This design comes from an exercise in tuning for small area, a short achievable clock period and few clock cycles per item on the open sky130 flow, not from production work. Function was checked by simulation only, so behaviour that the tests miss may differ from the original.

==> flow/design.v <==
typedef enum logic [1:0] {
	S_IDLE,
                S_M1,
                S_M2,
	S_UART_RX
} top_state_type;
typedef enum logic [1:0] {
	S_RXC_IDLE,
	S_RXC_SYNC,
	S_RXC_ASSEMBLE_DATA,
	S_RXC_STOP_BIT
} RX_Controller_state_type;
typedef enum logic [2:0] {
	S_US_IDLE,
	S_US_STRIP_FILE_HEADER_1,
	S_US_STRIP_FILE_HEADER_2,
	S_US_START_FIRST_BYTE_RECEIVE,
	S_US_WRITE_FIRST_BYTE,
	S_US_START_SECOND_BYTE_RECEIVE,
	S_US_WRITE_SECOND_BYTE
} UART_SRAM_state_type;
typedef enum logic [3:0] {
	S_VS_WAIT_NEW_PIXEL_ROW,
	S_VS_NEW_PIXEL_ROW_DELAY_1,
	S_VS_NEW_PIXEL_ROW_DELAY_2,
	S_VS_NEW_PIXEL_ROW_DELAY_3,
	S_VS_NEW_PIXEL_ROW_DELAY_4,
	S_VS_NEW_PIXEL_ROW_DELAY_5,
	S_VS_FETCH_PIXEL_DATA_0,
	S_VS_FETCH_PIXEL_DATA_1,
	S_VS_FETCH_PIXEL_DATA_2,
	S_VS_FETCH_PIXEL_DATA_3
} VGA_SRAM_state_type;
typedef enum logic [31:0] {
	S_M1_IDLE,
	S_LI_0,
	S_LI_1,
	S_LI_2,
	S_LI_3,
	S_LI_4,
	S_LI_5,
	S_LI_6,
	S_LI_7,
	S_LI_8,
	S_LI_9,
	S_LI_10,
	S_LI_11,
	S_LI_12,
	S_LI_13,
	S_LI_14,
	S_LI_15,
	S_LI_16,
	S_LI_17,
	S_LI_18,
	S_LI_19,
	S_LI_20,
	S_LI_21,
	S_LI_22,
	S_LI_23,
	S_LI_24,
	S_CC_0,
	S_CC_1,
	S_CC_2,
	S_CC_3,
	S_CC_4,
	S_CC_5,
	S_CC_6,
	S_CC_7,
	S_CC_8,
	S_CC_7_withbuff,
	S_CC_8_withbuff,
               S_LO_0,
	S_LO_1,
	S_LO_2,
	S_LO_3,
	S_LO_4,
	S_LO_5,
	S_LO_6,
	S_LO_7,
	S_LO_8,
                S_LO_9,
	S_LO_10,
	S_LO_11,
	S_LO_12,
	S_LO_13,
	S_LO_14,
	S_LO_15,
	S_LO_16,
	S_LO_17,
                S_LO_18,
	S_LO_19,
	S_LO_20,
	S_LO_21,
	S_LO_22,
	S_LO_23,
	S_LO_24,
	S_LO_25,
	S_LO_26,
                S_LO_27,
	S_LO_28,
	S_LO_29,
	S_LO_30,
	S_LO_31,
	S_LO_32,
	S_LO_33,
	S_LO_34,
	S_LO_35,
                S_LO_36,
	S_LO_37,
	S_LO_38,
                S_Done
} M1_state_type;
typedef enum logic [31:0] {
         S_M2_IDLE,
         LI_FS_0, 
         LI_FS_1,
         LI_FS_2,
         LI_FS_3,
         LI_FS_4,
         LI_FS_5,
         LI_FS_6,
         LI_CT_0,
         LI_CT_1,
         LI_CT_2,
         LI_CT_3,
         LI_CT_4,
         LI_CT_5,
	      LI_CT_6,
	      LI_CT_7,
         CC_CS_FS_0,
	      CC_CS_FS_0_1,
         CC_CS_FS_1,
	      CC_CS_FS_1_1,
         CC_CS_FS_2,
			CC_CS_FS_2_1,
         CC_CS_FS_3,
			CC_CS_FS_3_1,
			CC_CS_FS_3_noFS,
         CC_CS_FS_4,
			CC_CS_FS_4_1,
         CC_CS_FS_5,
			CC_CS_FS_5_1,
         CC_CS_FS_6,
			CC_CS_FS_6_1,
         CC_CS_FS_7,
			CC_CS_FS_8,
			CC_WS_CT_buff,
         CC_WS_CT_0,
			CC_WS_CT_0_1,
         CC_WS_CT_1,
			CC_WS_CT_1_1,
         CC_WS_CT_2,
			CC_WS_CT_2_1,
         CC_WS_CT_3,
         CC_WS_CT_4,
			CC_WS_CT_5_1,
			CC_WS_CT_3_1,
			CC_WS_CT_5_a,
         CC_WS_CT_5,
         CC_WS_CT_6,
         CC_WS_CT_7,
			CC_WS_CT_8,
         CC_WS_CT_last0,
         CC_WS_CT_last1,
         CC_WS_CT_end,
         LO_CS_0,
         LO_CS_1,
         LO_CS_2,
         LO_CS_3,
			LO_CS_0_1,
         LO_CS_1_1,
         LO_CS_2_1,
         LO_CS_3_1,
         LO_CS_4,
         LO_CS_5,
         LO_CS_6,
         LO_CS_7,
			LO_CS_8,
         LO_WS_0,
         LO_WS_1,
         LO_WS_2,
         LO_WS_3,
			LO_WS_1_1,
			LO_WS_2_last_1,
         LO_WS_last0,
         LO_WS_last1,
         M2_Done,
         M2_Done_all,
			S_test
} M2_state_type;
parameter 
   VIEW_AREA_LEFT = 160,
   VIEW_AREA_RIGHT = 480,
   VIEW_AREA_TOP = 120,
   VIEW_AREA_BOTTOM = 360;
`timescale 1ns/100ps
`default_nettype none
module milestone1 (
    input logic CLOCK_50_I,                   
    input logic resetn,                      
    input logic M1_start,
    input logic [15:0] SRAM_read_data,
    output logic [15:0] SRAM_write_data,
    output logic [17:0] SRAM_address,
    output logic SRAM_we_n,
	 output logic M1_done 
);
M1_state_type M1_state;
parameter 
          RGB_Y = 18'd76284,
          R_V = 18'd104595,
          G_U = 18'd25624,
			 G_V = 18'd53281,
          B_U = 18'd132251,
			 U_5 = 8'd21,
			 V_5 = 8'd21,
          U_3 = 8'd52,
			 V_3 = 8'd52,
          U_1 = 8'd159,
			 V_1 = 8'd159,
			 UV_plus = 8'd128,
			 Y_start = 18'd0,
          U_start = 18'd38400,
          V_start = 18'd57600,
			 Y_RGB_minus = 8'd16,
			 U_RGB_minus = 8'd128,
			 V_RGB_minus = 8'd128,
          RGB_start = 18'd146944,	 
			 RGB_base_address = 18'd146944;
logic [15:0] Y_value; 
logic [31:0] U_even_value;  
logic [31:0] U_odd_value;  
logic [7:0] U_buff;  
logic [31:0] V_even_value;  
logic [31:0] V_odd_value; 
logic [7:0] V_buff;  
logic [7:0] U_plus5;
logic [7:0] U_plus3;
logic [7:0] U_plus1;
logic [7:0] U_minus1;
logic [7:0] U_minus3;
logic [7:0] U_minus5;
logic [7:0] V_plus5;
logic [7:0] V_plus3;
logic [7:0] V_plus1;
logic [7:0] V_minus1;
logic [7:0] V_minus3;
logic [7:0] V_minus5;
logic [17:0] counter_Y, counter_U, counter_V, counter_RGB; 
logic [31:0] R_even, R_odd, G_even, G_odd, B_even, B_odd; 
logic [31:0] op1, op2, op3, op4;
logic [31:0] mult1, mult2; 
logic [1:0] state_pin;
logic [7:0] count_pos;
logic [7:0] count_row;
always @(posedge CLOCK_50_I or negedge resetn) begin
    if (~resetn) begin
        M1_state <= S_M1_IDLE;
        M1_done <= 1'b0;
        counter_Y <= 18'd0;
        counter_U <= 18'd0;
		  counter_V <= 18'd0;
        counter_RGB <= 18'd0;
        Y_value <= 16'd0;
        U_even_value <= 32'd0;
		  U_odd_value <= 32'd0;
		  U_buff <= 8'd0;
        V_even_value <= 32'd0;
		  V_odd_value <=32'd0;
		  V_buff <= 8'd0;
		  U_plus5 <= 8'd0;
        U_plus3 <= 8'd0;
        U_plus1 <= 8'd0;
        U_minus1 <= 8'd0;
        U_minus3 <= 8'd0;
        U_minus5 <= 8'd0;
        V_plus5 <= 8'd0;
        V_plus3 <= 8'd0;
        V_plus1 <= 8'd0;
        V_minus1 <= 8'd0;
        V_minus3 <= 8'd0;
        V_minus5 <= 8'd0;
        R_odd <=32'd0;
        G_odd <= 32'd0;
        B_odd <= 32'd0;
		  R_even <= 32'd0;
        G_even <= 32'd0;
        B_even <= 32'd0;
		  count_row <= 8'd0;
		  count_pos <= 8'd0;
		  state_pin <= 2'b0;
		  op1 <= 32'b0;
		  op2 <= 32'b0;
		  op3 <= 32'b0;
        op4 <= 32'b0;
        SRAM_address <= 18'd0;
        SRAM_write_data <= 16'd0;
        SRAM_we_n <= 1'b1;
		 end else begin
        case (M1_state)
        S_M1_IDLE: begin
		      M1_done <= 1'b0;
            if(M1_start) begin
				    counter_Y <= 18'd0;
                counter_U <= 18'd0;
		          counter_V <= 18'd0;
                counter_RGB <= 18'd0;
			 	    Y_value <= 16'd0;
                U_even_value <= 32'd0;
		          U_odd_value <= 32'd0;
		          U_buff <= 8'd0;
                V_even_value <= 32'd0;
		          V_odd_value <= 32'd0;
		          V_buff <= 8'd0;
		          U_plus5 <= 8'd0;
                U_plus3 <= 8'd0;
                U_plus1 <= 8'd0;
                U_minus1 <= 8'd0;
                U_minus3 <= 8'd0;
                U_minus5 <= 8'd0;
                V_plus5 <= 8'd0;
                V_plus3 <= 8'd0;
                V_plus1 <= 8'd0;
                V_minus1 <= 8'd0;
                V_minus3 <= 8'd0;
                V_minus5 <= 8'd0;
                R_odd <= 32'd0;
                G_odd <= 32'd0;
                B_odd <= 32'd0;
		          R_even <= 32'd0;
                G_even <= 32'd0;
                B_even <= 32'd0;
		         state_pin <= 2'b0;
					count_pos <= 8'd2;
					count_row <= 8'd0;
		         op1 <= 32'b0;
		         op2 <= 32'b0;
		         op3 <= 32'b0;
               op4 <= 32'b0;
               SRAM_we_n <= 1'b1;
               SRAM_address <= 18'd0;
               SRAM_write_data <= 16'd0;
               M1_state <= S_LI_0;
            end
        end
		  S_LI_0: begin
		      count_row <= count_row + 8'd1;
		      SRAM_we_n <= 1'b1;
		      SRAM_address <= Y_start + counter_Y;
				counter_Y <= counter_Y + 18'd1;  
            M1_state <= S_LI_1;
				end
		  S_LI_1: begin
		      SRAM_address <= U_start + counter_U;
				counter_U <= counter_U + 18'd1;  
				M1_state <= S_LI_2;
				end
		  S_LI_2: begin
				SRAM_address <= V_start + counter_V;
				counter_V <= counter_V + 18'd1;  
				M1_state <= S_LI_3;
				end
        S_LI_3: begin
		      SRAM_address <= U_start + counter_U;  
				counter_U <= counter_U + 18'd1;
				Y_value <= SRAM_read_data;
				M1_state <= S_LI_4;
			end
        S_LI_4: begin
		      SRAM_address <= V_start + counter_V;  
				counter_V <= counter_V + 18'd1;
		      U_even_value <= SRAM_read_data[15:8];  
				U_minus5 <= SRAM_read_data[15:8];  
				U_minus3 <= SRAM_read_data[15:8];  
				U_minus1 <= SRAM_read_data[15:8];  
				U_plus1 <= SRAM_read_data[7:0];  
            M1_state <= S_LI_5;
        end
       S_LI_5: begin
		      V_even_value <= SRAM_read_data[15:8];  
				V_minus5 <= SRAM_read_data[15:8];  
				V_minus3 <= SRAM_read_data[15:8];  
				V_minus1 <= SRAM_read_data[15:8];  
				V_plus1 <= SRAM_read_data[7:0];  
            M1_state <= S_LI_6;
			end
       S_LI_6: begin
		      U_plus3 <= SRAM_read_data[15:8];  
		      U_plus5 <= SRAM_read_data[7:0];  
				op1 <= Y_value[15:8] - Y_RGB_minus; 
				op2 <= RGB_Y;  
				op3 <= Y_value[7:0] - Y_RGB_minus; 
				op4 <= RGB_Y;  
				M1_state <= S_LI_7;
			end
       S_LI_7: begin
		      SRAM_address <= Y_start + counter_Y;  
				counter_Y <= counter_Y + 18'd1;
				V_plus3 <= SRAM_read_data[15:8];  
		      V_plus5 <= SRAM_read_data[7:0];  
				R_even <= mult1; 
				R_odd <= mult2;
				G_even <= mult1; 
				G_odd <= mult2;
				B_even <= mult1; 
				B_odd <= mult2;
				M1_state <= S_LI_8;
			end
       S_LI_8: begin
				SRAM_address <= U_start + counter_U;  
				counter_U <= counter_U + 18'd1;
				op1 <= U_plus5 + U_minus5;
				op2 <= U_5;
				op3 <= V_plus5 + V_minus5;
				op4 <= V_5;
				M1_state <= S_LI_9;
			end
       S_LI_9: begin
		     SRAM_address <= V_start + counter_V;  
			  counter_V <= counter_V + 18'd1;
		     U_odd_value <= mult1; 
			  V_odd_value <= mult2; 
		     op1 <= U_plus3 + U_minus3;
			  op2 <= U_3; 
			  op3 <= V_plus3 + V_minus3;
			  op4 <= V_3; 
			  M1_state <= S_LI_10;
			 end
       S_LI_10: begin
		     Y_value <= SRAM_read_data;  
		     U_odd_value <= U_odd_value - mult1; 
			  V_odd_value <= V_odd_value - mult2; 
		     op1 <= U_plus1 + U_minus1;
			  op2 <= U_1;
			  op3 <= V_plus1 + V_minus1;
			  op4 <= V_1;	
			  M1_state <= S_LI_11;
		end
       S_LI_11: begin
		     U_odd_value <= (U_odd_value + mult1 + UV_plus) >>> 8; 
			  V_odd_value <= (V_odd_value + mult2 + UV_plus) >>> 8; 
			  U_buff <= SRAM_read_data[7:0];  
			  U_minus5 <= U_minus3;  
			  U_minus3 <= U_minus1;  
			  U_minus1 <= U_plus1;  
			  U_plus1 <= U_plus3;  
			  U_plus3 <= U_plus5;  
			  U_plus5 <= SRAM_read_data[15:8];  
			  M1_state <= S_LI_12;
	   end
       S_LI_12: begin
		     V_buff <= SRAM_read_data[7:0];  
			  V_minus5 <= V_minus3;  
			  V_minus3 <= V_minus1;  
			  V_minus1 <= V_plus1;  
			  V_plus1 <= V_plus3;  
			  V_plus3 <= V_plus5;  
			  V_plus5 <= SRAM_read_data[15:8];  
		     op1 <= U_even_value - U_RGB_minus;
			  op2 <= G_U; 
			  op3 <= U_odd_value - U_RGB_minus;
		     op4 <= G_U; 
			  M1_state <= S_LI_13;
			end
       S_LI_13: begin
		     G_even <= G_even - mult1; 
			  G_odd <= G_odd - mult2; 
			  op1 <= U_even_value - U_RGB_minus;
			  op2 <= B_U;
			  op3 <= U_odd_value - U_RGB_minus;
			  op4 <= B_U;	
			  M1_state <= S_LI_14;
			end
       S_LI_14: begin
		     B_even <= B_even + mult1; 
			  B_odd <= B_odd + mult2;
			  op1 <= V_even_value - V_RGB_minus;
			  op2 <= R_V;
			  op3 <= V_odd_value - V_RGB_minus;
			  op4 <= R_V;		
			  M1_state <= S_LI_15;
			end
       S_LI_15: begin
		     R_even <= R_even + mult1; 
			  R_odd <= R_odd + mult2;
			  op1 <= V_even_value - V_RGB_minus;
			  op2 <= G_V; 
			  op3 <= V_odd_value - V_RGB_minus;
			  op4 <= G_V;	 
			  M1_state <= S_LI_16;
			end
       S_LI_16: begin
		     G_even <= G_even - mult1; 
			  G_odd <= G_odd - mult2; 
			  U_even_value <= U_minus1;  
			  V_even_value <= V_minus1;  
			  op1 <= U_plus5 + U_minus5;
			  op2 <= U_5;
			  op3 <= V_plus5 + V_minus5;
			  op4 <= V_5;
			  M1_state <= S_LI_17;
			end
       S_LI_17: begin
		     SRAM_address <= RGB_start + counter_RGB;
		     counter_RGB <= counter_RGB + 18'd1;
	        SRAM_we_n <= 1'b0; 
		     SRAM_write_data[15:8] <= (R_even[31] == 1'b1)?8'b0:((|R_even[30:24])?8'd255:R_even[23:16]);  
           SRAM_write_data[7:0] <= (G_even[31] == 1'b1)?8'b0:((|G_even[30:24])?8'd255:G_even[23:16]);  
			  U_odd_value <= mult1; 
			  V_odd_value <= mult2; 
		     op1 <= U_plus3 + U_minus3;
			  op2 <= U_3; 
			  op3 <= V_plus3 + V_minus3;
			  op4 <= V_3;	 
			  M1_state <= S_LI_18;
			end
       S_LI_18: begin
		     SRAM_address <= RGB_start + counter_RGB;
		     counter_RGB <= counter_RGB + 18'd1;
		     SRAM_write_data[15:8] <= (B_even[31] == 1'b1)?8'b0:((|B_even[30:24])?8'd255:B_even[23:16]);  
           SRAM_write_data[7:0] <= (R_odd[31] == 1'b1)?8'b0:((|R_odd[30:24])?8'd255:R_odd[23:16]);  
			  U_odd_value <= U_odd_value - mult1; 
			  V_odd_value <= V_odd_value - mult2; 
		     op1 <= U_plus1 + U_minus1;
			  op2 <= U_1;
			  op3 <= V_plus1 + V_minus1;
			  op4 <= V_1;
			  M1_state <= S_LI_19;
			end
       S_LI_19: begin
		     SRAM_address <= RGB_start + counter_RGB;
		     counter_RGB <= counter_RGB + 18'd1;
		     SRAM_write_data[15:8] <= (G_odd[31] == 1'b1)?8'b0:((|G_odd[30:24])?8'd255:G_odd[23:16]);  
           SRAM_write_data[7:0] <= (B_odd[31] == 1'b1)?8'b0:((|B_odd[30:24])?8'd255:B_odd[23:16]);  
			  U_odd_value <= (U_odd_value + mult1 + UV_plus) >>> 8; 
			  V_odd_value <= (V_odd_value + mult2 + UV_plus) >>> 8; 
		     op1 <= Y_value[15:8] - Y_RGB_minus;
			  op2 <= RGB_Y;  
			  op3 <= Y_value[7:0] - Y_RGB_minus;
			  op4 <= RGB_Y;  
			  M1_state <= S_LI_20;
			end
       S_LI_20: begin
		     SRAM_we_n <= 1'b1; 
		     SRAM_address <= Y_start + counter_Y;  
			  counter_Y <= counter_Y + 18'd1;	
	         R_even <= mult1; 
				R_odd <= mult2;
				G_even <= mult1; 
				G_odd <= mult2;
				B_even <= mult1; 
				B_odd <= mult2;
				op1 <= U_even_value - U_RGB_minus;
				op2 <= G_U; 
				op3 <= U_odd_value - U_RGB_minus;
				op4 <= G_U; 
			  M1_state <= S_LI_21;
			end
       S_LI_21: begin
	         G_even <= G_even - mult1; 
				G_odd <= G_odd - mult2; 
				op1 <= U_even_value - U_RGB_minus;
				op2 <= B_U;
				op3 <= U_odd_value - U_RGB_minus;
				op4 <= B_U;	
			  M1_state <= S_LI_22;
			end
       S_LI_22: begin
	         B_even <= B_even + mult1; 
				B_odd <= B_odd + mult2;  
				op1 <= V_even_value - V_RGB_minus;
				op2 <= R_V;
				op3 <= V_odd_value - V_RGB_minus;
				op4 <= R_V;	
			  M1_state <= S_LI_23;
			end
       S_LI_23: begin 
		      Y_value <= SRAM_read_data;  
	         R_even <= R_even + mult1; 
				R_odd <= R_odd + mult2;  
				op1 <= V_even_value - V_RGB_minus;
				op2 <= G_V; 
				op3 <= V_odd_value - V_RGB_minus;
				op4 <= G_V;	 
				U_minus5 <= U_minus3;  
				U_minus3 <= U_minus1;  
				U_minus1 <= U_plus1;  
				U_plus1 <= U_plus3;  
				U_plus3 <= U_plus5;  
				U_plus5 <= U_buff;  
			  M1_state <= S_LI_24;
			end
       S_LI_24: begin
	         G_even <= G_even - mult1; 
				G_odd <= G_odd - mult2;  
				V_minus5 <= V_minus3;  
				V_minus3 <= V_minus1;  
				V_minus1 <= V_plus1;  
				V_plus1 <= V_plus3;  
				V_plus3 <= V_plus5;  
				V_plus5 <= V_buff;  
			  M1_state <= S_CC_0;
			end
        S_CC_0: begin
		      count_pos <= count_pos + 8'd1;
		      SRAM_address <= RGB_start + counter_RGB;
		      counter_RGB <= counter_RGB + 18'd1;                                                                           
	         SRAM_we_n <= 1'b0; 
				SRAM_write_data[15:8] <= (R_even[31] == 1'b1)?8'b0:((|R_even[30:24])?8'd255:R_even[23:16]);  
            SRAM_write_data[7:0] <= (G_even[31] == 1'b1)?8'b0:((|G_even[30:24])?8'd255:G_even[23:16]);  
				op1 <= U_plus5 + U_minus5;
				op2 <= U_5;
				op3 <= V_plus5 + V_minus5;
				op4 <= V_5;
				M1_state <= S_CC_1;
			end
        S_CC_1: begin
		      SRAM_address <= RGB_start + counter_RGB;
				counter_RGB <= counter_RGB + 18'd1;
            SRAM_write_data[15:8] <= (B_even[31] == 1'b1)?8'b0:((|B_even[30:24])?8'd255:B_even[23:16]);  
            SRAM_write_data[7:0] <= (R_odd[31] == 1'b1)?8'b0:((|R_odd[30:24])?8'd255:R_odd[23:16]);  
				U_even_value <= U_minus1; 
				U_odd_value <= mult1; 
				V_odd_value <= mult2; 
			   op1 <= U_plus3 + U_minus3;
				op2 <= U_3;
				op3 <= V_plus3 + V_minus3;
				op4 <= V_3;	
				M1_state <= S_CC_2;
			end
        S_CC_2: begin
		      SRAM_address <= RGB_start + counter_RGB;
				counter_RGB <= counter_RGB + 18'd1;
            SRAM_write_data[15:8] <= (G_odd[31] == 1'b1)?8'b0:((|G_odd[30:24])?8'd255:G_odd[23:16]);  
            SRAM_write_data[7:0] <= (B_odd[31] == 1'b1)?8'b0:((|B_odd[30:24])?8'd255:B_odd[23:16]);  
				V_even_value <= V_minus1; 
				U_odd_value <= U_odd_value - mult1; 
				V_odd_value <= V_odd_value - mult2; 
				op1 <= U_plus1 + U_minus1;
				op2 <= U_1;
				op3 <= V_plus1 + V_minus1;
				op4 <= V_1;	
				M1_state <= S_CC_3;
			end
        S_CC_3: begin
		      SRAM_we_n <= 1'b1; 
	         SRAM_address <= Y_start + counter_Y;
				counter_Y <= counter_Y + 18'd1;
		      U_odd_value <= (U_odd_value + mult1 + UV_plus) >>> 8; 
				V_odd_value <= (V_odd_value + mult2 + UV_plus) >>> 8; 
				op1 <= Y_value[15:8] - Y_RGB_minus;  
				op2 <= RGB_Y;  
				op3 <= Y_value[7:0] - Y_RGB_minus;  
				op4 <= RGB_Y;  
				M1_state <= S_CC_4;
			end
        S_CC_4: begin
		      if(state_pin == 2'b0) begin 
				   SRAM_address <= U_start + counter_U;
				   counter_U <= counter_U + 18'd1;
				end
		      R_even <= mult1; 
				R_odd <= mult2;
				G_even <= mult1; 
				G_odd <= mult2;
				B_even <= mult1; 
				B_odd <= mult2;
				op1 <= U_even_value - U_RGB_minus;
				op2 <= G_U;
				op3 <= U_odd_value - U_RGB_minus;
				op4 <= G_U;	
				M1_state <= S_CC_5;
			end
        S_CC_5: begin
		      if(state_pin == 2'b0) begin 
	            SRAM_address <= V_start + counter_V;
				   counter_V = counter_V + 18'd1;
				end
				G_even <= G_even - mult1; 
				G_odd <= G_odd - mult2;
				op1 <= U_even_value - U_RGB_minus;
				op2 <= B_U;
				op3 <= U_odd_value - U_RGB_minus;
				op4 <= B_U;	
				M1_state <= S_CC_6;
			end
        S_CC_6: begin 	
		      Y_value <= SRAM_read_data;
				B_even <= B_even + mult1; 
				B_odd <= B_odd + mult2;
				op1 <= V_even_value - V_RGB_minus;
				op2 <= R_V;
				op3 <= V_odd_value - V_RGB_minus;
				op4 <= R_V;	
				if(state_pin == 2'b0) begin 
				   M1_state <= S_CC_7;
					end
				else begin
				   M1_state <= S_CC_7_withbuff;
			   end
			end
        S_CC_7: begin 	
				R_even <= R_even + mult1; 
				R_odd <= R_odd + mult2;
				op1 <= V_even_value - V_RGB_minus;
				op2 <= G_V;
				op3 <= V_odd_value - V_RGB_minus;
				op4 <= G_V;	
				U_buff <= SRAM_read_data[7:0];  
				U_minus5 <= U_minus3;  
				U_minus3 <= U_minus1;  
				U_minus1 <= U_plus1;  
				U_plus1 <= U_plus3;  
				U_plus3 <= U_plus5;  
				U_plus5 <= SRAM_read_data[15:8];  
				M1_state <= S_CC_8;
			end
        S_CC_8: begin 	
				G_even <= G_even - mult1; 
				G_odd <= G_odd - mult2;
				V_buff <= SRAM_read_data[7:0];  
				V_minus5 <= V_minus3;  
				V_minus3 <= V_minus1;  
				V_minus1 <= V_plus1;  
				V_plus1 <= V_plus3;  
				V_plus3 <= V_plus5;  
				V_plus5 <= SRAM_read_data[15:8];  
				state_pin <= 2'b1;
				M1_state <= S_CC_0;
			end
        S_CC_7_withbuff: begin 	
				R_even <= R_even + mult1; 
				R_odd <= R_odd + mult2;
				op1 <= V_even_value - V_RGB_minus;
				op2 <= G_V;
				op3 <= V_odd_value - V_RGB_minus;
				op4 <= G_V;	
				U_minus5 <= U_minus3;  
				U_minus3 <= U_minus1;  
				U_minus1 <= U_plus1;  
				U_plus1 <= U_plus3;  
				U_plus3 <= U_plus5;  
				U_plus5 <= U_buff;  
				  U_buff <= 8'b0;
				M1_state <= S_CC_8_withbuff;
			end
        S_CC_8_withbuff: begin 	
				G_even <= G_even - mult1; 
				G_odd <= G_odd - mult2;
				V_minus5 <= V_minus3;  
				V_minus3 <= V_minus1;  
				V_minus1 <= V_plus1;  
				V_plus1 <= V_plus3;  
				V_plus3 <= V_plus5;  
				V_plus5 <= V_buff;  
				state_pin <= 2'b0;
				if(count_pos == 8'd156) begin  
				   M1_state <= S_LO_0;
				end
				else begin
				   M1_state <= S_CC_0;
				end
			end
        S_LO_0: begin
		      SRAM_address <= RGB_start + counter_RGB;  
		      counter_RGB <= counter_RGB + 18'd1;
	         SRAM_we_n <= 1'b0; 
				SRAM_write_data[15:8] <= (R_even[31] == 1'b1)?8'b0:((|R_even[30:24])?8'd255:R_even[23:16]);  
           SRAM_write_data[7:0] <= (G_even[31] == 1'b1)?8'b0:((|G_even[30:24])?8'd255:G_even[23:16]);  
				op1 <= U_plus5 + U_minus5; 
				op2 <= U_5;
				op3 <= V_plus5 + V_minus5;
				op4 <= V_5;
				M1_state <= S_LO_1;
			end
		  S_LO_1: begin
				SRAM_address <= RGB_start + counter_RGB;  
				counter_RGB <= counter_RGB + 18'd1;
            SRAM_write_data[15:8] <= (B_even[31] == 1'b1)?8'b0:((|B_even[30:24])?8'd255:B_even[23:16]);  
            SRAM_write_data[7:0] <= (R_odd[31] == 1'b1)?8'b0:((|R_odd[30:24])?8'd255:R_odd[23:16]);  
				U_even_value <= U_minus1; 
				U_odd_value <= mult1; 
				V_odd_value <= mult2; 
			   op1 <= U_plus3 + U_minus3;
				op2 <= U_3;
				op3 <= V_plus3 + V_minus3;
				op4 <= V_3;	
				M1_state <= S_LO_2;
				end
        S_LO_2: begin
		      SRAM_address <= RGB_start + counter_RGB;
				counter_RGB <= counter_RGB + 18'd1;
            SRAM_write_data[15:8] <= (G_odd[31] == 1'b1)?8'b0:((|G_odd[30:24])?8'd255:G_odd[23:16]);  
            SRAM_write_data[7:0] <= (B_odd[31] == 1'b1)?8'b0:((|B_odd[30:24])?8'd255:B_odd[23:16]);  
				V_even_value <= V_minus1; 
				U_odd_value <= U_odd_value - mult1; 
				V_odd_value <= V_odd_value - mult2; 
				op1 <= U_plus1 + U_minus1;
				op2 <= U_1;
				op3 <= V_plus1 + V_minus1;
				op4 <= V_1;	
				M1_state <= S_LO_3;
			end
        S_LO_3: begin
		     SRAM_we_n <= 1'b1; 
		    SRAM_address <= Y_start + counter_Y; 
				counter_Y <= counter_Y + 18'd1;  
		      U_odd_value <= (U_odd_value + mult1 + UV_plus) >>> 8; 
				V_odd_value <= (V_odd_value + mult2 + UV_plus) >>> 8; 
				op1 <= Y_value[15:8] - Y_RGB_minus;  
				op2 <= RGB_Y;  
				op3 <= Y_value[7:0] - Y_RGB_minus;
				op4 <= RGB_Y;  
            M1_state <= S_LO_4;
        end
       S_LO_4: begin
		      R_even <= mult1; 
				R_odd <= mult2; 
				G_even <= mult1; 
				G_odd <= mult2;  
				B_even <= mult1; 
				B_odd <= mult2;  
				op1 <= U_even_value - U_RGB_minus;
				op2 <= G_U;
				op3 <= U_odd_value - U_RGB_minus;
				op4 <= G_U;	
            M1_state <= S_LO_5;
			end
       S_LO_5: begin
				G_even <= G_even - mult1; 
				G_odd <= G_odd - mult2;
				op1 <= U_even_value - U_RGB_minus;
				op2 <= B_U;
				op3 <= U_odd_value - U_RGB_minus;
				op4 <= B_U;	
				M1_state <= S_LO_6;
			end
       S_LO_6: begin
		      Y_value <= SRAM_read_data;  
				B_even <= B_even + mult1; 
				B_odd <= B_odd + mult2;  
				op1 <= V_even_value - V_RGB_minus;
				op2 <= R_V;
				op3 <= V_odd_value - V_RGB_minus;
				op4 <= R_V;	
				M1_state <= S_LO_7;
			end
       S_LO_7: begin
				R_even <= R_even + mult1; 
				R_odd <= R_odd + mult2;  
				op1 <= V_even_value - V_RGB_minus;
				op2 <= G_V;
				op3 <= V_odd_value - V_RGB_minus;
				op4 <= G_V;	
				U_minus5 <= U_minus3;  
				U_minus3 <= U_minus1;  
				U_minus1 <= U_plus1;  
				U_plus1 <= U_plus3;  
				U_plus3 <= U_plus5;  
				M1_state <= S_LO_8;
			end
       S_LO_8: begin
		     G_even <= G_even - mult1; 
			  G_odd <= G_odd - mult2;
			  V_minus5 <= V_minus3;  
			  V_minus3 <= V_minus1;  
			  V_minus1 <= V_plus1;  
			  V_plus1 <= V_plus3;  
			  V_plus3 <= V_plus5;  
			  M1_state <= S_LO_9;
			 end
       S_LO_9: begin
		    SRAM_address <= RGB_start + counter_RGB;
		    counter_RGB <= counter_RGB + 18'd1;
	       SRAM_we_n <= 1'b0; 
		    SRAM_write_data[15:8] <= (R_even[31] == 1'b1)?8'b0:((|R_even[30:24])?8'd255:R_even[23:16]);  
           SRAM_write_data[7:0] <= (G_even[31] == 1'b1)?8'b0:((|G_even[30:24])?8'd255:G_even[23:16]);  
		    op1 <= U_plus5 + U_minus5;
			 op2 <= U_5;
			 op3 <= V_plus5 + V_minus5;
			 op4 <= V_5;
			 M1_state <= S_LO_10;
		end
       S_LO_10: begin
		     SRAM_address <= RGB_start + counter_RGB;
		     counter_RGB <= counter_RGB + 18'd1;
           SRAM_write_data[15:8] <= (B_even[31] == 1'b1)?8'b0:((|B_even[30:24])?8'd255:B_even[23:16]);  
           SRAM_write_data[7:0] <= (R_odd[31] == 1'b1)?8'b0:((|R_odd[30:24])?8'd255:R_odd[23:16]);  
			  U_even_value <= U_minus1; 
			  U_odd_value <= mult1; 
		     V_odd_value <= mult2; 
			  op1 <= U_plus3 + U_minus3;
			  op2 <= U_3;
			  op3 <= V_plus3 + V_minus3;
			  op4 <= V_3;	
			  M1_state <= S_LO_11;
	   end
       S_LO_11: begin
		     SRAM_address <= RGB_start + counter_RGB;
		  	  counter_RGB <= counter_RGB + 18'd1;
           SRAM_write_data[15:8] <= (G_odd[31] == 1'b1)?8'b0:((|G_odd[30:24])?8'd255:G_odd[23:16]);  
           SRAM_write_data[7:0] <= (B_odd[31] == 1'b1)?8'b0:((|B_odd[30:24])?8'd255:B_odd[23:16]);  
			  V_even_value <= V_minus1; 
			  U_odd_value <= U_odd_value - mult1; 
			  V_odd_value <= V_odd_value - mult2; 
			  op1 <= U_plus1 + U_minus1;
			  op2 <= U_1;
			  op3 <= V_plus1 + V_minus1;
			  op4 <= V_1;	
			  M1_state <= S_LO_12;
			end
       S_LO_12: begin
		     SRAM_we_n <= 1'b1; 
		     SRAM_address <= Y_start + counter_Y; 
			  counter_Y <= counter_Y + 18'd1;
		     U_odd_value <= (U_odd_value + mult1 + UV_plus) >>> 8; 
		     V_odd_value <= (V_odd_value + mult2 + UV_plus) >>> 8; 
			  op1 <= Y_value[15:8] - Y_RGB_minus;  
			  op2 <= RGB_Y;  
			  op3 <= Y_value[7:0] - Y_RGB_minus;
			  op4 <= RGB_Y;  
			  M1_state <= S_LO_13;
			end
       S_LO_13: begin
		     R_even <= mult1; 
		     R_odd <= mult2; 
			  G_even <= mult1; 
			  G_odd <= mult2;  
			  B_even <= mult1; 
			  B_odd <= mult2;  
			  op1 <= U_even_value - U_RGB_minus;
			  op2 <= G_U;
			  op3 <= U_odd_value - U_RGB_minus;
			  op4 <= G_U;	
			  M1_state <= S_LO_14;
			end
       S_LO_14: begin
		    G_even <= G_even - mult1; 
		    G_odd <= G_odd - mult2;
			 op1 <= U_even_value - U_RGB_minus;
			 op2 <= B_U;
			 op3 <= U_odd_value - U_RGB_minus;
			 op4 <= B_U;	
			  M1_state <= S_LO_15;
			end
       S_LO_15: begin
           Y_value <= SRAM_read_data;  
			  B_even <= B_even + mult1; 
			  B_odd <= B_odd + mult2;  
			  op1 <= V_even_value - V_RGB_minus;
			  op2 <= R_V;
			  op3 <= V_odd_value - V_RGB_minus;
			  op4 <= R_V;	
			  M1_state <= S_LO_16;
			end
       S_LO_16: begin
		     R_even <= R_even + mult1; 
			  R_odd <= R_odd + mult2;  
			  op1 <= V_even_value - V_RGB_minus;
			  op2 <= G_V;
			  op3 <= V_odd_value - V_RGB_minus;
			  op4 <= G_V;	
			  U_minus5 <= U_minus3;  
			  U_minus3 <= U_minus1;  
			   U_minus1 <= U_plus1;  
			  U_plus1 <= U_plus3;  
			  M1_state <= S_LO_17;
			end
       S_LO_17: begin
		     G_even <= G_even - mult1; 
			  G_odd <= G_odd - mult2;
			  V_minus5 <= V_minus3;  
			  V_minus3 <= V_minus1;  
			  V_minus1 <= V_plus1;  
			  V_plus1 <= V_plus3;  
			  M1_state <= S_LO_18;
			end
       S_LO_18: begin
		    SRAM_address <= RGB_start + counter_RGB;
		    counter_RGB <= counter_RGB + 18'd1;
	       SRAM_we_n <= 1'b0; 
		    SRAM_write_data[15:8] <= (R_even[31] == 1'b1)?8'b0:((|R_even[30:24])?8'd255:R_even[23:16]);  
           SRAM_write_data[7:0] <= (G_even[31] == 1'b1)?8'b0:((|G_even[30:24])?8'd255:G_even[23:16]);  
		    op1 <= U_plus5 + U_minus5;
			 op2 <= U_5;
			 op3 <= V_plus5 + V_minus5;
			 op4 <= V_5;
			  M1_state <= S_LO_19;
			end
       S_LO_19: begin
		     SRAM_address <= RGB_start + counter_RGB;
		     counter_RGB <= counter_RGB + 18'd1;
           SRAM_write_data[15:8] <= (B_even[31] == 1'b1)?8'b0:((|B_even[30:24])?8'd255:B_even[23:16]);  
           SRAM_write_data[7:0] <= (R_odd[31] == 1'b1)?8'b0:((|R_odd[30:24])?8'd255:R_odd[23:16]);  
			  U_even_value <= U_minus1; 
			  U_odd_value <= mult1; 
		     V_odd_value <= mult2; 
			  op1 <= U_plus3 + U_minus3;
			  op2 <= U_3;
			  op3 <= V_plus3 + V_minus3;
			  op4 <= V_3;			
			  M1_state <= S_LO_20;
			end
       S_LO_20: begin
		     SRAM_address <= RGB_start + counter_RGB;
		  	  counter_RGB <= counter_RGB + 18'd1;
           SRAM_write_data[15:8] <= (G_odd[31] == 1'b1)?8'b0:((|G_odd[30:24])?8'd255:G_odd[23:16]);  
           SRAM_write_data[7:0] <= (B_odd[31] == 1'b1)?8'b0:((|B_odd[30:24])?8'd255:B_odd[23:16]);  
			  V_even_value <= V_minus1; 
			  U_odd_value <= U_odd_value - mult1; 
			  V_odd_value <= V_odd_value - mult2; 
			  op1 <= U_plus1 + U_minus1;
			  op2 <= U_1;
			  op3 <= V_plus1 + V_minus1;
			  op4 <= V_1;	
			  M1_state <= S_LO_21;
			end
       S_LO_21: begin
		     SRAM_we_n <= 1'b1; 
	        SRAM_address <= Y_start + counter_Y; 
			  counter_Y <= counter_Y + 18'd1;
		     U_odd_value <= (U_odd_value + mult1 + UV_plus) >>> 8; 
		     V_odd_value <= (V_odd_value + mult2 + UV_plus) >>> 8; 
			  op1 <= Y_value[15:8] - Y_RGB_minus;  
			  op2 <= RGB_Y;  
			  op3 <= Y_value[7:0] - Y_RGB_minus;
			  op4 <= RGB_Y;  
			  M1_state <= S_LO_22;
			end
       S_LO_22: begin
		     R_even <= mult1; 
		     R_odd <= mult2; 
			  G_even <= mult1; 
			  G_odd <= mult2;  
			  B_even <= mult1; 
			  B_odd <= mult2;  
			  op1 <= U_even_value - U_RGB_minus;
			  op2 <= G_U;
			  op3 <= U_odd_value - U_RGB_minus;
			  op4 <= G_U;	
			  M1_state <= S_LO_23;
			end
       S_LO_23: begin
	        G_even <= G_even - mult1; 
		     G_odd <= G_odd - mult2;
			  op1 <= U_even_value - U_RGB_minus;
			  op2 <= B_U;
			  op3 <= U_odd_value - U_RGB_minus;
			  op4 <= B_U;	
			  M1_state <= S_LO_24;
			end
       S_LO_24: begin
           Y_value <= SRAM_read_data;  
			  B_even <= B_even + mult1; 
			  B_odd <= B_odd + mult2;  
			  op1 <= V_even_value - V_RGB_minus;
			  op2 <= R_V;
			  op3 <= V_odd_value - V_RGB_minus;
			  op4 <= R_V;	
			  M1_state <= S_LO_25;
			end
       S_LO_25: begin
		     R_even <= R_even + mult1; 
			  R_odd <= R_odd + mult2;  
			  op1 <= V_even_value - V_RGB_minus;
			  op2 <= G_V;
			  op3 <= V_odd_value - V_RGB_minus;
			  op4 <= G_V;	
			  U_minus5 <= U_minus3;  
			  U_minus3 <= U_minus1;  
			  U_minus1 <= U_plus1;  
			  M1_state <= S_LO_26;
			end
       S_LO_26: begin
		     G_even <= G_even - mult1; 
			  G_odd <= G_odd - mult2;
			  V_minus5 <= V_minus3;  
			  V_minus3 <= V_minus1;  
			   V_minus1 <= V_plus1;  
			  M1_state <= S_LO_27;
			end			
       S_LO_27: begin
		    SRAM_address <= RGB_start + counter_RGB;
		    counter_RGB <= counter_RGB + 18'd1;
	       SRAM_we_n <= 1'b0; 
		   SRAM_write_data[15:8] <= (R_even[31] == 1'b1)?8'b0:((|R_even[30:24])?8'd255:R_even[23:16]);  
           SRAM_write_data[7:0] <= (G_even[31] == 1'b1)?8'b0:((|G_even[30:24])?8'd255:G_even[23:16]);  
		    op1 <= U_plus5 + U_minus5;
			 op2 <= U_5;
			 op3 <= V_plus5 + V_minus5;
			 op4 <= V_5;
			  M1_state <= S_LO_28;
			end
       S_LO_28: begin
		     SRAM_address <= RGB_start + counter_RGB;
		     counter_RGB <= counter_RGB + 18'd1;
           SRAM_write_data[15:8] <= (B_even[31] == 1'b1)?8'b0:((|B_even[30:24])?8'd255:B_even[23:16]);  
           SRAM_write_data[7:0] <= (R_odd[31] == 1'b1)?8'b0:((|R_odd[30:24])?8'd255:R_odd[23:16]);  
			  U_even_value <= U_minus1; 
			  U_odd_value <= mult1; 
		     V_odd_value <= mult2; 
			  op1 <= U_plus3 + U_minus3;
			  op2 <= U_3;
			  op3 <= V_plus3 + V_minus3;
			  op4 <= V_3;			
			  M1_state <= S_LO_29;
			end			
       S_LO_29: begin
		     SRAM_address <= RGB_start + counter_RGB;
		  	  counter_RGB <= counter_RGB + 18'd1;
           SRAM_write_data[15:8] <= (G_odd[31] == 1'b1)?8'b0:((|G_odd[30:24])?8'd255:G_odd[23:16]);  
           SRAM_write_data[7:0] <= (B_odd[31] == 1'b1)?8'b0:((|B_odd[30:24])?8'd255:B_odd[23:16]);  
			  V_even_value <= V_minus1; 
			  U_odd_value <= U_odd_value - mult1; 
			  V_odd_value <= V_odd_value - mult2; 
			  op1 <= U_plus1 + U_minus1;
			  op2 <= U_1;
			  op3 <= V_plus1 + V_minus1;
			  op4 <= V_1;	
			  M1_state <= S_LO_30;
			end
       S_LO_30: begin
			  SRAM_we_n <= 1'b1; 
		     U_odd_value <= (U_odd_value + mult1 + UV_plus) >>> 8; 
		     V_odd_value <= (V_odd_value + mult2 + UV_plus) >>> 8; 
			  op1 <= Y_value[15:8] - Y_RGB_minus;  
			  op2 <= RGB_Y;  
			  op3 <= Y_value[7:0] - Y_RGB_minus;
			  op4 <= RGB_Y;  
			  M1_state <= S_LO_31;
			end
       S_LO_31: begin
		     R_even <= mult1; 
		     R_odd <= mult2; 
			  G_even <= mult1; 
			  G_odd <= mult2;  
			  B_even <= mult1; 
			  B_odd <= mult2;  
			  op1 <= U_even_value - U_RGB_minus;
			  op2 <= G_U;
			  op3 <= U_odd_value - U_RGB_minus;
			  op4 <= G_U;	
			  M1_state <= S_LO_32;
			end			
       S_LO_32: begin
	        G_even <= G_even - mult1; 
		     G_odd <= G_odd - mult2;
			  op1 <= U_even_value - U_RGB_minus;
			  op2 <= B_U;
			  op3 <= U_odd_value - U_RGB_minus;
			  op4 <= B_U;	
			  M1_state <= S_LO_33;
			end
       S_LO_33: begin
			  B_even <= B_even + mult1; 
			  B_odd <= B_odd + mult2;  
			  op1 <= V_even_value - V_RGB_minus;
			  op2 <= R_V;
			  op3 <= V_odd_value - V_RGB_minus;
			  op4 <= R_V;	
			  M1_state <= S_LO_34;
			end
       S_LO_34: begin
		     R_even <= R_even + mult1; 
			  R_odd <= R_odd + mult2;  
			  op1 <= V_even_value - V_RGB_minus;
			  op2 <= G_V;
			  op3 <= V_odd_value - V_RGB_minus;
			  op4 <= G_V;	
			  M1_state <= S_LO_35;
			end			
       S_LO_35: begin
		     G_even <= G_even - mult1; 
			  G_odd <= G_odd - mult2;
			  M1_state <= S_LO_36;
			end	
       S_LO_36: begin
		     SRAM_address <= RGB_start + counter_RGB;
		     counter_RGB <= counter_RGB + 18'd1;
	        SRAM_we_n <= 1'b0; 
		     SRAM_write_data[15:8] <= (R_even[31] == 1'b1)?8'b0:((|R_even[30:24])?8'd255:R_even[23:16]);  
           SRAM_write_data[7:0] <= (G_even[31] == 1'b1)?8'b0:((|G_even[30:24])?8'd255:G_even[23:16]);  
			  M1_state <= S_LO_37;
			end
       S_LO_37: begin
		     SRAM_address <= RGB_start + counter_RGB;
		     counter_RGB <= counter_RGB + 18'd1;
           SRAM_write_data[15:8] <= (B_even[31] == 1'b1)?8'b0:((|B_even[30:24])?8'd255:B_even[23:16]);  
           SRAM_write_data[7:0] <= (R_odd[31] == 1'b1)?8'b0:((|R_odd[30:24])?8'd255:R_odd[23:16]);  
			  M1_state <= S_LO_38;
			end			
       S_LO_38: begin
		     SRAM_address <= RGB_start + counter_RGB;
		  	  counter_RGB <= counter_RGB + 18'd1;
           SRAM_write_data[15:8] <= (G_odd[31] == 1'b1)?8'b0:((|G_odd[30:24])?8'd255:G_odd[23:16]);  
           SRAM_write_data[7:0] <= (B_odd[31] == 1'b1)?8'b0:((|B_odd[30:24])?8'd255:B_odd[23:16]);  
			  if(count_row == 8'd240) begin
			     M1_state <= S_Done;
				 end
			  else begin
			     state_pin <= 2'b0;
				  count_pos <= 8'd2;
				  M1_state <= S_LI_0;
			end
		end	
       S_Done: begin
	       M1_done <= 1'b1;
		   end
			default: M1_state <= S_M1_IDLE;
         endcase
	 end
end
assign mult1 = op1 * op2; 
assign mult2 = op3 * op4;
endmodule
==> flow/run.sh <==
#!/bin/bash
# synth_recipe.tcl (not shown) runs the flow's synth.tcl, then flattens the netlist and writes it again
# the make line also repeats each setting of config.mk as NAME=value (left out here)
make -C /OpenROAD-flow-scripts/flow DESIGN_CONFIG=/design/flow/config.mk WORK_HOME=/design/flow/orfs CLKGATE_MAP_FILE= SYNTH_SCRIPT=/design/flow/synth_recipe.tcl finish
==> flow/config.mk <==
export PLATFORM = sky130hd
export DESIGN_NAME = milestone1
export DESIGN_NICKNAME = milestone1
export VERILOG_FILES = /design/flow/design.v
export SDC_FILE = /design/flow/constraint.sdc
export NUM_CORES = 4
export LEC_CHECK = 0
export CAP_MARGIN = 20
export CORE_MARGIN = 2
export CORE_UTILIZATION = 40
export SLEW_MARGIN = 20
==> flow/constraint.sdc <==
create_clock -name core_clock -period 10.5 [get_ports {CLOCK_50_I}]
set_input_delay 2.1000 -clock core_clock [delete_from_list [all_inputs] [get_ports {CLOCK_50_I}]]
set_output_delay 2.1000 -clock core_clock [all_outputs]
set_load 0.01 [all_outputs]
==> impl_metrics.json <==
{
  "finalWirelength_um": 210000,
  "cp_common_cell": "fa_1",
  "netlist.top_cell.by_area": "dfrtp_1",
  "fmax_ghz": 0.0998,
  "finalCriticalPeriod_ns": 10.02,
  "layout.nets": 8449,
  "critPathRequiredTime_ns": 11.05,
  "max-cap-violations": 0,
  "synth_top_area_frac": 0.226,
  "ys_async_sr_fraction": 1.00,
  "synthMuxAreaShare": 0.00400,
  "final_cell_area_mm2": 0.0711,
  "first_pass_iters": 9,
  "syn-num-nets": 8454,
  "ys_types": 102,
  "clkTransAtPathRegs_ns": 0.07,
  "wl_per_cell_um": 22.4,
  "setup-violations-final": 0,
  "hpwl_um": 162000,
  "die_w_um": 407,
  "status": "no timing/DRC/antenna violations",
  "synth_warnings": 1,
  "dieArea_mm2": 0.166,
  "drt_iter0_drc": 4665,
  "cts_tree": "built",
  "grt_pass1_vias": 55400,
  "cts_hold_buf": 0,
  "antenna_found_initial": 8,
  "start_kind": "flop",
  "die_h_um": 407,
  "cp-end-kind": "flop",
  "synth_ff_type": "dfrtp_1",
  "grt_max_degree": 158,
  "critPathSlowestCell": "fa_1",
  "syn_area_mm2": 0.0651,
  "io_pins": 55,
  "hold_viol": 0,
  "synth_top_family_by_area": "adder cells",
  "cts-root-buf": "clkbuf_16",
  "cts_buffer_depth": 3,
  "worst_skew_pair.late_latency_ns": 0.71,
  "portBuffers": 54,
  "finish.utilization": 0.441,
  "cts_buffers": 75,
  "instances_no_fill": 9388,
  "skew_ns": 0.0567,
  "grt_overflow": 0,
  "drtAntennaViolNets": 0,
  "gr-usage-all-layers": 0.250,
  "holdWs_ns": 0.465,
  "ys_ff_latch": 588,
  "finalCritPeriodShare": 0.954,
  "worstMarginPinSlew_ns": 1.15,
  "layout_commonest_cell": "inv_1",
  "row_count": 147,
  "synth.area.top_cells": "dfrtp_1, fa_1, ha_1, inv_1, xnor2_1",
  "yosys.area_share.adder": 0.302,
  "drv_slew": 0,
  "slew_headroom": 0.227,
  "cp_slowest_stage_delay_ns": 0.56,
  "syn_inst": 7177,
  "gp_congestion": 0.936,
  "placed_area_mm2": 0.0684,
  "initial_core_util": 0.404,
  "yosys.area_share.simple": 0.141,
  "cts.sinks": 588,
  "path_class": "reg2reg",
  "synth_compound_area_frac": 0.194,
  "htree_num_levels": 3,
  "viasPerCell": 5.79,
  "vias": 54400,
  "synth_edf_count": 0,
  "place_inst": 9254,
  "cp.arrival_ns": 10.57,
  "synth-xor-area-share": 0.0677,
  "drc": 0,
  "core_area_mm2": 0.161,
  "synth-seq-area-share": 0.226,
  "grt_pass1_wl_um": 327000,
  "cp_max_fo": 11,
  "drive_gt1_frac": 0.0475,
  "avgSynthCellArea_um2": 9.06,
  "syn2layout_area_growth_pct": 9.22,
  "min-delay-path-class": "reg2reg",
  "final_cell_mix": "inv_1, ha_1, nand2_1"
}
==> sequential cells by signal (all words and copies together), names as in the netlist, 32 cells and up <==
| register | flops |
|---|---|
| R_even | 32 |
| V_odd_value | 32 |
| G_odd | 32 |
| G_even | 32 |
| op3 | 32 |
| B_even | 32 |
| B_odd | 32 |
| U_odd_value | 32 |
| R_odd | 32 |
==> area by class of cell <==
cell class / count / area, um^2
repair buffers: 203 / 1720
fillers: 15900 / 90100
inverters: 816 / 3060
diodes: 1 / 2.50
multi-input cells: 5488 / 46300
well taps: 2160 / 2700
clock inverters: 25 / 475
clock buffers: 107 / 2100
flip-flops and latches: 588 / 14700
==> path summary, 6_finish.rpt <==
path	startpoint	to	slack (ns)	cells after the start
max	op2[3]	U_odd_value[31]	0.48	32
min reg2reg	SRAM_we_n	SRAM_we_n	0.46	2
max reg2reg	op2[3]	U_odd_value[31]	0.48	32
min	SRAM_we_n	SRAM_we_n	0.46	2
max in group asynchronous	resetn	B_even[22]	7.03	3
min in group asynchronous	resetn	U_minus5[4]	1.46	1
==> cells in the mapped netlist (all sizes together) (47+ instances only) <==
cell	count
inv	816
ha	742
nand2	609
dfrtp	587
fa	516
nor2	411
o21ai	406
a21oi	405
and2	322
xnor2	305
clkbuf	215
xor2	195
a21o	154
a221o	137
a222oi	107
nand3	91
nor3	87
nand2b	72
buf	70
nor2b	64
a22oi	63
o21a	57
o211ai	54
o21bai	52
and3	49
a22o	47
==> layer usage <==
layer	global-route usage	up-vias	share of wire
li1	-	25000	-
met1	0.329	27200	0.43
met2	0.418	1800	0.48
met3	0.0353	400	0.059
met4	0.0907	2	0.038
met5	0	-	0.000062
==> worst max-delay path: cells and delay by family (launching register included) <==
family,cells,cell delay (ns)
buf+inv,6,0.87
xor+xnor,2,0.42
compound gates,8,2.00
flops,1,0.49
fa+ha+maj,10,4.81
simple gates,6,1.26
==> metrics by stage <==
| step | setup WS [ns] | TNS (ns) |
|---|---|---|
| after CTS | 0.303 | 0 |
| after floorplan | 1.21 | 0 |
| after detailed placement | 0.352 | 0 |
| final | 0.482 | 0 |
| after global placement | 0.545 | 0 |
| after global routing | -0.0126 | -0.0126 |
==> kinds of logic after synthesis <==
group,count (synthesis)
AOI/OAI and AO/OA,1820
muxes,25
and+or+nand+nor,1885
xor gates and xnor gates,500
adders and majority gates,1258
buffers and inverters,1101
DFF,588
==> repair_timing <==
action	in CTS	in global routing
setup buffers	0	1
gates resized for setup	0	10
setup endpoints to repair	0	6
Testbench counts, summed over its fixed seeds: cycles 2,088,018, pixels 460,800.

port drivers added, routing unchanged:
The results above use ideal ports. As a check the final layout listed here was re-extracted and re-timed, cells and wires unchanged.
Step 1 (the two cells are an assumption about what drives the block):
set clk [get_ports {CLOCK_50_I}]
set_driving_cell -lib_cell sky130_fd_sc_hd__clkbuf_16 $clk
set_driving_cell -lib_cell sky130_fd_sc_hd__buf_2 [delete_from_list [all_inputs] $clk]
Step 2 times the ports against the registers' clock, not the clock port: input delays grow and output delays shrink by t, the midpoint of the rising clock arrivals with the driver on.
Slacks: ideal / step 1 / step 2; pairs: ideal / step 1.
t (ns): 0.760
setup slack, ns: 0.482 / 0.482 / 0.482
slew at the worst register clock pin (ns): 0.07 / 0.07
cell pins on the clock port's net: 1
After both steps this run still meets setup and hold. For this run, drivers alone change the setup slack by 0.000 ns; drivers and shift together by 0.000 ns.
